Background: an optimization exercise with open tools, aiming at small area, a short achievable clock period and few clock cycles. Do not read the settings as production practice.
Power and IR drop assume default switching activity.

==> flow/design.v <==
module nn_ctr(
	input clk,
	input init,
	input step,
	output reg lay,         
	output reg bf,          
	output reg df,          
	output reg [1:0] r,     
	output reg [1:0] j,     
	output reg [5:0] k,     
	output reg [5:0] n,     
	output reg fin,         
	output grp_end,         
	output node_end,        
	output lay_end,         
	output all_end          
);
	wire wph = !bf && !df;
	wire k_last = lay ? (k == 6'd49) : (k == 6'd48);
	assign grp_end  = step && wph && (r == 2'd3) && (lay || j == 2'd3);
	assign node_end = grp_end && k_last;
	assign lay_end  = node_end && (n == 6'd49) && !lay;
	assign all_end  = node_end && (n == 6'd49) && lay;
	always @(posedge clk) begin
		if (init) begin
			lay <= 1'b0; bf <= 1'b1; df <= 1'b0; r <= 2'd0; j <= 2'd0;
			k <= 6'd0; n <= 6'd0; fin <= 1'b0;
		end else if (step) begin
			r <= r + 2'd1;
			if (r == 2'd3) begin
				if (bf || df) begin
					bf <= 1'b0;
					df <= !df;
				end else if (lay || j == 2'd3) begin
					j <= 2'd0;
					if (k_last) begin
						k <= 6'd0;
						bf <= 1'b1;
						if (n == 6'd49) begin
							n <= 6'd0;
							if (!lay) lay <= 1'b1;
							else fin <= 1'b1;
						end else
							n <= n + 6'd1;
					end else begin
						k <= k + 6'd1;
						df <= 1'b1;
					end
				end else
					j <= j + 2'd1;
			end
		end
	end
endmodule
module accelerator(
input clk,
input reset_n,
output SDRAM_readn,
output SDRAM_writen,
output SDRAM_chipselect,
input SDRAM_waitrequest,
output [31:0] SDRAM_address,
output [1:0] SDRAM_byteenable,
input SDRAM_readdatavalid,
input [15:0] SDRAM_readdata,
output [15:0] SDRAM_writedata,
input start,
output done
);
assign SDRAM_chipselect = 1'b1;
assign SDRAM_byteenable = 2'b11;
localparam [16:0] B1_W = 17'd20000;
localparam [16:0] B2_W = 17'd20200;
localparam [16:0] W1_W = 17'd20400;
localparam [16:0] Z1_W = 17'd71600;
localparam [16:0] Z2_W = 17'd91600;
localparam S_IDLE = 3'd0;
localparam S_RUN  = 3'd1;
localparam S_BAR  = 3'd2;
localparam S_END  = 3'd3;
localparam S_DONE = 3'd4;
reg [2:0] st;
reg done_r;
reg o_rd, o_wr;
reg [16:0] o_addr;
reg [3:0] o_wd;
assign SDRAM_readn = ~o_rd;
assign SDRAM_writen = ~o_wr;
assign SDRAM_address = {14'd0, o_addr, 1'b0};
assign SDRAM_writedata = {3'd0, o_wd[3], 3'd0, o_wd[2], 3'd0, o_wd[1], 3'd0, o_wd[0]};
assign done = done_r;
wire idle = (st == S_IDLE);
wire adv = !(o_rd || o_wr) || !SDRAM_waitrequest;
reg wpend;             
reg [3:0] wi;          
reg w_lay;
reg [5:0] w_n;         
reg [3:0] res [0:3];   
wire issue_wr = adv && wpend;
wire issue_rd = adv && !wpend && (st == S_RUN);
wire w_last = w_lay ? (wi == 4'd15) : (wi[1:0] == 2'd3);
reg [16:0] w_addr;
reg [3:0] w_data;
always @(*) begin
	if (!w_lay) begin
		w_addr = Z1_W + 17'd50 * wi[1:0] + w_n;
		w_data = res[wi[1:0]];
	end else begin
		w_addr = Z2_W + 17'd200 * wi[3:2] + {w_n, wi[1:0]};
		w_data = {3'd0, res[wi[3:2]][wi[1:0]]};
	end
end
wire s_lay, s_bf, s_df, s_fin;
wire [1:0] s_r, s_j;
wire [5:0] s_k, s_n;
wire s_grp_end, s_node_end, s_lay_end, s_all_end;
reg [16:0] s_w;        
nn_ctr u_sctr(.clk(clk), .init(idle), .step(issue_rd),
	.lay(s_lay), .bf(s_bf), .df(s_df), .r(s_r), .j(s_j), .k(s_k), .n(s_n), .fin(s_fin),
	.grp_end(s_grp_end), .node_end(s_node_end), .lay_end(s_lay_end), .all_end(s_all_end));
reg [16:0] s_addr;
always @(*) begin
	if (s_bf)
		s_addr = (s_lay ? B2_W : B1_W) + {s_n, s_r};
	else if (s_df)
		s_addr = (s_lay ? Z1_W + 17'd50 * s_r : 17'd49 * s_r) + s_k;
	else
		s_addr = s_w;
end
reg [16:0] s_wstep;
always @(*) begin
	if (s_node_end)
		s_wstep = 17'd1;
	else if (s_r != 2'd3)
		s_wstep = s_lay ? 17'd50 : 17'd196;
	else
		s_wstep = s_lay ? (17'd1 - 17'd150) : (17'd1 - 17'd588);
end
always @(posedge clk) begin
	if (idle)
		s_w <= W1_W;
	else if (issue_rd && !s_bf && !s_df)
		s_w <= s_w + s_wstep;
end
reg rv_q;
reg [15:0] rd_q;
always @(posedge clk) begin
	rv_q <= SDRAM_readdatavalid;
	rd_q <= SDRAM_readdata;
end
wire p_lay, p_bf, p_df, p_fin;
wire [1:0] p_r, p_j;
wire [5:0] p_k, p_n;
wire p_grp_end, p_node_end, p_lay_end, p_all_end;
nn_ctr u_pctr(.clk(clk), .init(idle), .step(rv_q),
	.lay(p_lay), .bf(p_bf), .df(p_df), .r(p_r), .j(p_j), .k(p_k), .n(p_n), .fin(p_fin),
	.grp_end(p_grp_end), .node_end(p_node_end), .lay_end(p_lay_end), .all_end(p_all_end));
reg [15:0] img [0:3];
reg signed [14:0] acc0 [0:3];
reg signed [14:0] acc1 [0:3];
reg signed [14:0] acc2 [0:3];
reg signed [14:0] acc3 [0:3];
wire signed [14:0] bclamp = (rd_q[15:13] == 3'b000 || rd_q[15:13] == 3'b111) ? rd_q[14:0] :
                            (rd_q[15] ? 15'h6000 : 15'h1fff);
wire [3:0] zor = {|rd_q[15:12], |rd_q[11:8], |rd_q[7:4], |rd_q[3:0]};
wire [1:0] jsel = p_lay ? 2'd0 : p_j;
function signed [5:0] wsum;
	input [15:0] w;
	input [3:0] m;
	reg signed [5:0] t0, t1, t2, t3;
	begin
		t0 = m[0] ? {{2{w[3]}},  w[3:0]}   : 6'sd0;
		t1 = m[1] ? {{2{w[7]}},  w[7:4]}   : 6'sd0;
		t2 = m[2] ? {{2{w[11]}}, w[11:8]}  : 6'sd0;
		t3 = m[3] ? {{2{w[15]}}, w[15:12]} : 6'sd0;
		wsum = (t0 + t1) + (t2 + t3);
	end
endfunction
reg q_v, q_b;
reg signed [14:0] q_bias;
reg signed [5:0] q_d [0:3];
reg e0, e1;     
integer i;
always @(posedge clk) begin
	q_v <= rv_q && !p_df;
	q_b <= p_bf;
	q_bias <= bclamp;
	for (i = 0; i < 4; i = i + 1)
		q_d[i] <= wsum(rd_q, img[i][4*jsel +: 4]);
	if (rv_q && p_df) begin
		if (!p_lay)
			img[p_r] <= rd_q;
		else
			img[p_r][3:0] <= zor;
	end
	if (q_v)
		for (i = 0; i < 4; i = i + 1) begin
			acc0[i] <= acc1[i];
			acc1[i] <= acc2[i];
			acc2[i] <= acc3[i];
			acc3[i] <= q_b ? q_bias : acc0[i] + q_d[i];
		end
	if (e1)
		for (i = 0; i < 4; i = i + 1)
			res[i] <= {~acc3[i][14], ~acc2[i][14], ~acc1[i][14], ~acc0[i][14]};
end
wire drained = !e0 && !e1 && !wpend && !o_wr;
always @(posedge clk) begin
	if (!reset_n) begin
		st <= S_IDLE;
		done_r <= 1'b0;
		o_rd <= 1'b0;
		o_wr <= 1'b0;
		wpend <= 1'b0;
		e0 <= 1'b0;
		e1 <= 1'b0;
	end else begin
		e0 <= p_node_end && !idle;
		e1 <= e0;
		case (st)
		S_IDLE: if (start) st <= S_RUN;
		S_RUN:  if (issue_rd && s_lay_end) st <= S_BAR;
		        else if (issue_rd && s_all_end) st <= S_END;
		S_BAR:  if (p_lay && drained) st <= S_RUN;
		S_END:  if (p_fin && drained) begin st <= S_DONE; done_r <= 1'b1; end
		S_DONE: if (!start) begin st <= S_IDLE; done_r <= 1'b0; end
		default: st <= S_IDLE;
		endcase
		if (adv) begin
			o_wr <= wpend;
			o_rd <= !wpend && (st == S_RUN);
		end
		if (e1)
			wpend <= 1'b1;
		else if (issue_wr && w_last)
			wpend <= 1'b0;
	end
end
always @(posedge clk) begin
	if (issue_wr) begin
		o_addr <= w_addr;
		o_wd <= w_data;
	end else if (issue_rd)
		o_addr <= s_addr;
	if (idle) begin
		wi <= 4'd0;
		w_lay <= 1'b0;
		w_n <= 6'd0;
	end else if (issue_wr) begin
		if (w_last) begin
			wi <= 4'd0;
			if (w_n == 6'd49) begin
				w_lay <= 1'b1;
				w_n <= 6'd0;
			end else
				w_n <= w_n + 6'd1;
		end else
			wi <= wi + 4'd1;
	end
end
endmodule
make LEC_CHECK=0 ABC_CLOCK_PERIOD_IN_PS=2500 CAP_MARGIN=20 CORE_MARGIN=2 CORE_UTILIZATION=40 PLACE_DENSITY=0.6 SETUP_SLACK_MARGIN=4.5 SLEW_MARGIN=20 finish   # period 7.5 ns
run.sh (not shown) runs the stock make flow with config.mk's settings and CLKGATE_MAP_FILE= SYNTH_SCRIPT=/design/flow/synth_recipe.tcl, a recipe that flattens the netlist after the stock synthesis.
Next try:
--- a/flow/design.v
+++ b/flow/design.v
@@ -10,17 +10,16 @@
 	output reg [5:0] k,     
 	output reg [5:0] n,     
 	output reg fin,         
-	output grp_end,         
-	output node_end,        
-	output lay_end,         
-	output all_end          
+	output node_last,       
+	output lay_last,        
+	output all_last         
 );
 	wire wph = !bf && !df;
 	wire k_last = lay ? (k == 6'd49) : (k == 6'd48);
-	assign grp_end  = step && wph && (r == 2'd3) && (lay || j == 2'd3);
-	assign node_end = grp_end && k_last;
-	assign lay_end  = node_end && (n == 6'd49) && !lay;
-	assign all_end  = node_end && (n == 6'd49) && lay;
+	wire grp_last = wph && (r == 2'd3) && (lay || j == 2'd3);
+	assign node_last = grp_last && k_last;
+	assign lay_last  = node_last && (n == 6'd49) && !lay;
+	assign all_last  = node_last && (n == 6'd49) && lay;
 	always @(posedge clk) begin
 		if (init) begin
 			lay <= 1'b0; bf <= 1'b1; df <= 1'b0; r <= 2'd0; j <= 2'd0;
@@ -113,11 +112,11 @@
 wire s_lay, s_bf, s_df, s_fin;
 wire [1:0] s_r, s_j;
 wire [5:0] s_k, s_n;
-wire s_grp_end, s_node_end, s_lay_end, s_all_end;
+wire s_node_last, s_lay_last, s_all_last;
 reg [16:0] s_w;        
 nn_ctr u_sctr(.clk(clk), .init(idle), .step(issue_rd),
 	.lay(s_lay), .bf(s_bf), .df(s_df), .r(s_r), .j(s_j), .k(s_k), .n(s_n), .fin(s_fin),
-	.grp_end(s_grp_end), .node_end(s_node_end), .lay_end(s_lay_end), .all_end(s_all_end));
+	.node_last(s_node_last), .lay_last(s_lay_last), .all_last(s_all_last));
 reg [16:0] s_addr;
 always @(*) begin
 	if (s_bf)
@@ -129,7 +128,7 @@
 end
 reg [16:0] s_wstep;
 always @(*) begin
-	if (s_node_end)
+	if (s_node_last)
 		s_wstep = 17'd1;
 	else if (s_r != 2'd3)
 		s_wstep = s_lay ? 17'd50 : 17'd196;
@@ -151,10 +150,10 @@
 wire p_lay, p_bf, p_df, p_fin;
 wire [1:0] p_r, p_j;
 wire [5:0] p_k, p_n;
-wire p_grp_end, p_node_end, p_lay_end, p_all_end;
+wire p_node_last, p_lay_last, p_all_last;
 nn_ctr u_pctr(.clk(clk), .init(idle), .step(rv_q),
 	.lay(p_lay), .bf(p_bf), .df(p_df), .r(p_r), .j(p_j), .k(p_k), .n(p_n), .fin(p_fin),
-	.grp_end(p_grp_end), .node_end(p_node_end), .lay_end(p_lay_end), .all_end(p_all_end));
+	.node_last(p_node_last), .lay_last(p_lay_last), .all_last(p_all_last));
 reg [15:0] img [0:3];
 reg signed [14:0] acc0 [0:3];
 reg signed [14:0] acc1 [0:3];
@@ -215,12 +214,12 @@
 		e0 <= 1'b0;
 		e1 <= 1'b0;
 	end else begin
-		e0 <= p_node_end && !idle;
+		e0 <= rv_q && p_node_last && !idle;
 		e1 <= e0;
 		case (st)
 		S_IDLE: if (start) st <= S_RUN;
-		S_RUN:  if (issue_rd && s_lay_end) st <= S_BAR;
-		        else if (issue_rd && s_all_end) st <= S_END;
+		S_RUN:  if (issue_rd && s_lay_last) st <= S_BAR;
+		        else if (issue_rd && s_all_last) st <= S_END;
 		S_BAR:  if (p_lay && drained) st <= S_RUN;
 		S_END:  if (p_fin && drained) begin st <= S_DONE; done_r <= 1'b1; end
 		S_DONE: if (!start) begin st <= S_IDLE; done_r <= 1'b0; end
@@ -237,11 +236,10 @@
 	end
 end
 always @(posedge clk) begin
-	if (issue_wr) begin
-		o_addr <= w_addr;
+	if (adv) begin
+		o_addr <= wpend ? w_addr : s_addr;
 		o_wd <= w_data;
-	end else if (issue_rd)
-		o_addr <= s_addr;
+	end
 	if (idle) begin
 		wi <= 4'd0;
 		w_lay <= 1'b0;
Result:
- routed wire length climbs by 4.1%
- clock skew drops by 0.013 ns
- register-to-register slack improves by 0.27 ns
- power climbs by 2.1%
- die area climbs by 1.0%
- cell count climbs by 2.4%
- flip-flop and latch count stays the same
- final area climbs by 2.6%
- utilization climbs by 0.43 points
- global-route usage climbs by 0.51 points
- non-clock buffer count climbs by 6
- via count climbs by 1.0%
- synthesized cell count climbs by 2.8%
Function was not checked in any run of this note: the RTL went through the layout flow alone.

[separate check: timing with driven ports]
In the flow no input, the clock included, has a driving cell. The finished layouts below were timed again as built, in two steps.
Step 1, drivers: a clkbuf_16 drives clk and a buf_2 each remaining input, both assumed.
Step 2 also shifts input and output timing later by t, the mid clock arrival at the registers, as if the neighbouring blocks saw the same clock.
Slacks: ideal / step 1 / step 2; pairs: ideal / step 1.
run	shift t [ns]	setup slack, ns	worst setup path at the end
the first run	0.649	3.664 / 3.659 / 3.009	input to register
the second run	0.653	4.015 / 4.015 / 3.959	input to register
After both steps every run listed still meets setup and hold. The setup slack of the first run, which loses most, moves by -0.005 ns with the drivers and by -0.655 ns with both steps.
